Background: an optimization exercise with open tools, aiming at small area. Do not read the settings as production practice.
Only simulation tests tie the RTL to the original design; equivalence was not proved.

==> inputs of exp/violet <==
## fir_inst
module fir_inst (
    input                clk,
    input                rst,
    input                data_in_vld,
    input  signed [15:0] data_in,
    output signed [36:0] data_out,
    output reg           data_out_vld
);
clock: 9.0 ns
lec_check: 0
cap_margin: 20
core_margin: 2
core_utilization: 50
cts_cluster_diameter: 70
cts_cluster_size: 30
slew_margin: 20
synth_hierarchical: 1
synth_minimum_keep_size: 0
standard.sh (not shown) runs the stock make flow with config.mk's settings and CLKGATE_MAP_FILE= SYNTH_SCRIPT=/design/flow/synth_recipe.tcl, a recipe that flattens the netlist after the stock synthesis.
==> flow/flow/run.sh <==
#!/bin/bash
# The standard layout (the standard.sh: standard synthesis, floorplan,
# placement, CTS, routing), with one change: clock tree synthesis does not
# insert dummy loads (the leaf clusters are balanced well enough without
# them).  Everything else, including the synthesis, is the standard flow.
set -euo pipefail
export CTS_ARGS="-sink_clustering_enable -repair_clock_nets -dont_use_dummy_load -sink_clustering_size 30 -sink_clustering_max_diameter 70"
bash standard.sh > standard_flow.log 2>&1
==> inputs of exp/zinc, as changes to exp/violet <==
--- a/flow/design.v
+++ b/flow/design.v
@@ -4951,27 +4951,33 @@
 fir_fa un9204 (.a(n9170), .b(n9202), .c(n9173), .s(n9205), .co(n9206));
 wire n9228, n9229;
 fir_fa un9227 (.a(n917), .b(n726), .c(n9197), .s(n9228), .co(n9229));
 wire n9231, n9232;
 fir_fa un9230 (.a(n9228), .b(n9200), .c(n9203), .s(n9231), .co(n9232));
 wire n9252, n9253;
 fir_fa un9251 (.a(n920), .b(n9229), .c(n9232), .s(n9252), .co(n9253));
+wire r1_tp0_35_13 = ~x[589];
+wire r1_tp0_35_14 = ~x[590];
+wire r1_tp0_35_15 = ~x[591];
+wire r1_n927 = x[591];
+wire r1_n6173 = x[585];
+wire r1_n6174 = x[586];
+wire r1_n6175 = x[587];
+wire r1_n6176 = x[588];
+wire r1_n6177 = x[589];
+wire r1_n6178 = x[590];
 reg r1_n212;
 reg r1_n215;
 reg r1_n218;
 reg r1_n222;
 reg r1_n224;
 reg r1_n324;
 reg r1_n776;
 reg r1_n924;
 reg r1_n926;
-reg r1_tp0_35_13;
-reg r1_tp0_35_14;
-reg r1_tp0_35_15;
-reg r1_n927;
 reg r1_n1220;
 reg r1_n1223;
 reg r1_n1226;
 reg r1_n1227;
 reg r1_n1391;
 reg r1_n1619;
 reg r1_n1623;
@@ -5047,20 +5053,14 @@
 reg r1_n5971;
 reg r1_n5972;
 reg r1_n5977;
 reg r1_n5980;
 reg r1_n5981;
 reg r1_n6162;
 reg r1_n6163;
-reg r1_n6173;
-reg r1_n6174;
-reg r1_n6175;
-reg r1_n6176;
-reg r1_n6177;
-reg r1_n6178;
 reg r1_n6273;
 reg r1_n6276;
 reg r1_n6277;
 reg r1_n6855;
 reg r1_n6859;
 reg r1_n6924;
 reg r1_n6927;
@@ -5177,18 +5177,14 @@
     r1_n218 <= n218;
     r1_n222 <= n222;
     r1_n224 <= n224;
     r1_n324 <= n324;
     r1_n776 <= n776;
     r1_n924 <= n924;
     r1_n926 <= n926;
-    r1_tp0_35_13 <= tp0_35_13;
-    r1_tp0_35_14 <= tp0_35_14;
-    r1_tp0_35_15 <= tp0_35_15;
-    r1_n927 <= n927;
     r1_n1220 <= n1220;
     r1_n1223 <= n1223;
     r1_n1226 <= n1226;
     r1_n1227 <= n1227;
     r1_n1391 <= n1391;
     r1_n1619 <= n1619;
     r1_n1623 <= n1623;
@@ -5264,20 +5260,14 @@
     r1_n5971 <= n5971;
     r1_n5972 <= n5972;
     r1_n5977 <= n5977;
     r1_n5980 <= n5980;
     r1_n5981 <= n5981;
     r1_n6162 <= n6162;
     r1_n6163 <= n6163;
-    r1_n6173 <= n6173;
-    r1_n6174 <= n6174;
-    r1_n6175 <= n6175;
-    r1_n6176 <= n6176;
-    r1_n6177 <= n6177;
-    r1_n6178 <= n6178;
     r1_n6273 <= n6273;
     r1_n6276 <= n6276;
     r1_n6277 <= n6277;
     r1_n6855 <= n6855;
     r1_n6859 <= n6859;
     r1_n6924 <= n6924;
     r1_n6927 <= n6927;
==> flow/flow/run.sh (replaced) <==
#!/bin/bash
# The standard layout (the standard.sh: standard synthesis, floorplan,
# placement, CTS, routing), with two changes:
#  - clock tree synthesis does not insert dummy loads (the leaf clusters are
#    balanced well enough without them);
#  - the buffer that placement puts on every input and output port is the
#    platform's smallest plain buffer (buf_1) instead of the delay cell that
#    buffer_ports picks by default.
# Everything else, including the synthesis, is the standard flow.
set -euo pipefail
export CTS_ARGS="-sink_clustering_enable -repair_clock_nets -dont_use_dummy_load -sink_clustering_size 30 -sink_clustering_max_diameter 70"
export BUFFER_PORTS_ARGS="-buffer_cell sky130_fd_sc_hd__buf_1"
bash standard.sh > standard_flow.log 2>&1
CORE_UTILIZATION = 75   (was 50)
PLACE_DENSITY = 0.82   (was unset)
==> results.txt <==
outcome=no timing/DRC/antenna violations; worst skew pair latency=0.75 ns; synth top area cells=fa_1 42%, edfxtp_1 40%, dfxtp_1 5.8%, ha_1 3.8%, nand2_1 2.5%; GR Util met1=68.4%; Post-Syn Instances=5162; Via Count=48200; NonClk Buf Share=0.720%; FFs w/ async S/R, synth=0.146%; Commonest cells post-synth=1804 x fa_1, 1120 x edfxtp_1, 565 x nand2_1, 547 x nor2_1, 357 x inv_1; Worst setup endpoint=r1_n8097
-- figures above: exp/zinc

==> results.txt <==
worst skew pair latency=0.80 ns; GR Util met1=56.3%; outcome=no timing/DRC/antenna violations; FFs w/ async S/R, synth=0.145%; Post-Syn Instances=5176; synth top area cells=fa_1 42%, edfxtp_1 39%, dfxtp_1 6.0%, ha_1 3.8%, nand2_1 2.5%; Commonest cells post-synth=1804 x fa_1, 1120 x edfxtp_1, 565 x nand2_1, 547 x nor2_1, 360 x inv_1; Via Count=44500
-- figures above: exp/violet

[static timing again, ports no longer ideal]
Ports are ideal in the flow. The routed layouts listed here were re-timed in OpenROAD. Step 1, drivers: a clkbuf_16 drives clk and a buf_2 each remaining input, both assumed. Step 2 also shifts input and output timing later by t, the mid clock arrival at the registers, as if the neighbouring blocks saw the same clock. Three values: no drivers, after step 1, after step 2; two values: the first two.
| run | t, ns | setup WS [ns] | pins driven straight from the clock port |
|---|---|---|---|
| exp/violet | 0.850 | 0.177 / 0.177 / 0.177 | 1 |
| exp/zinc | 0.795 | 0.295 / 0.295 / 0.295 | 1 |
After both steps setup and hold are still met in every run listed.
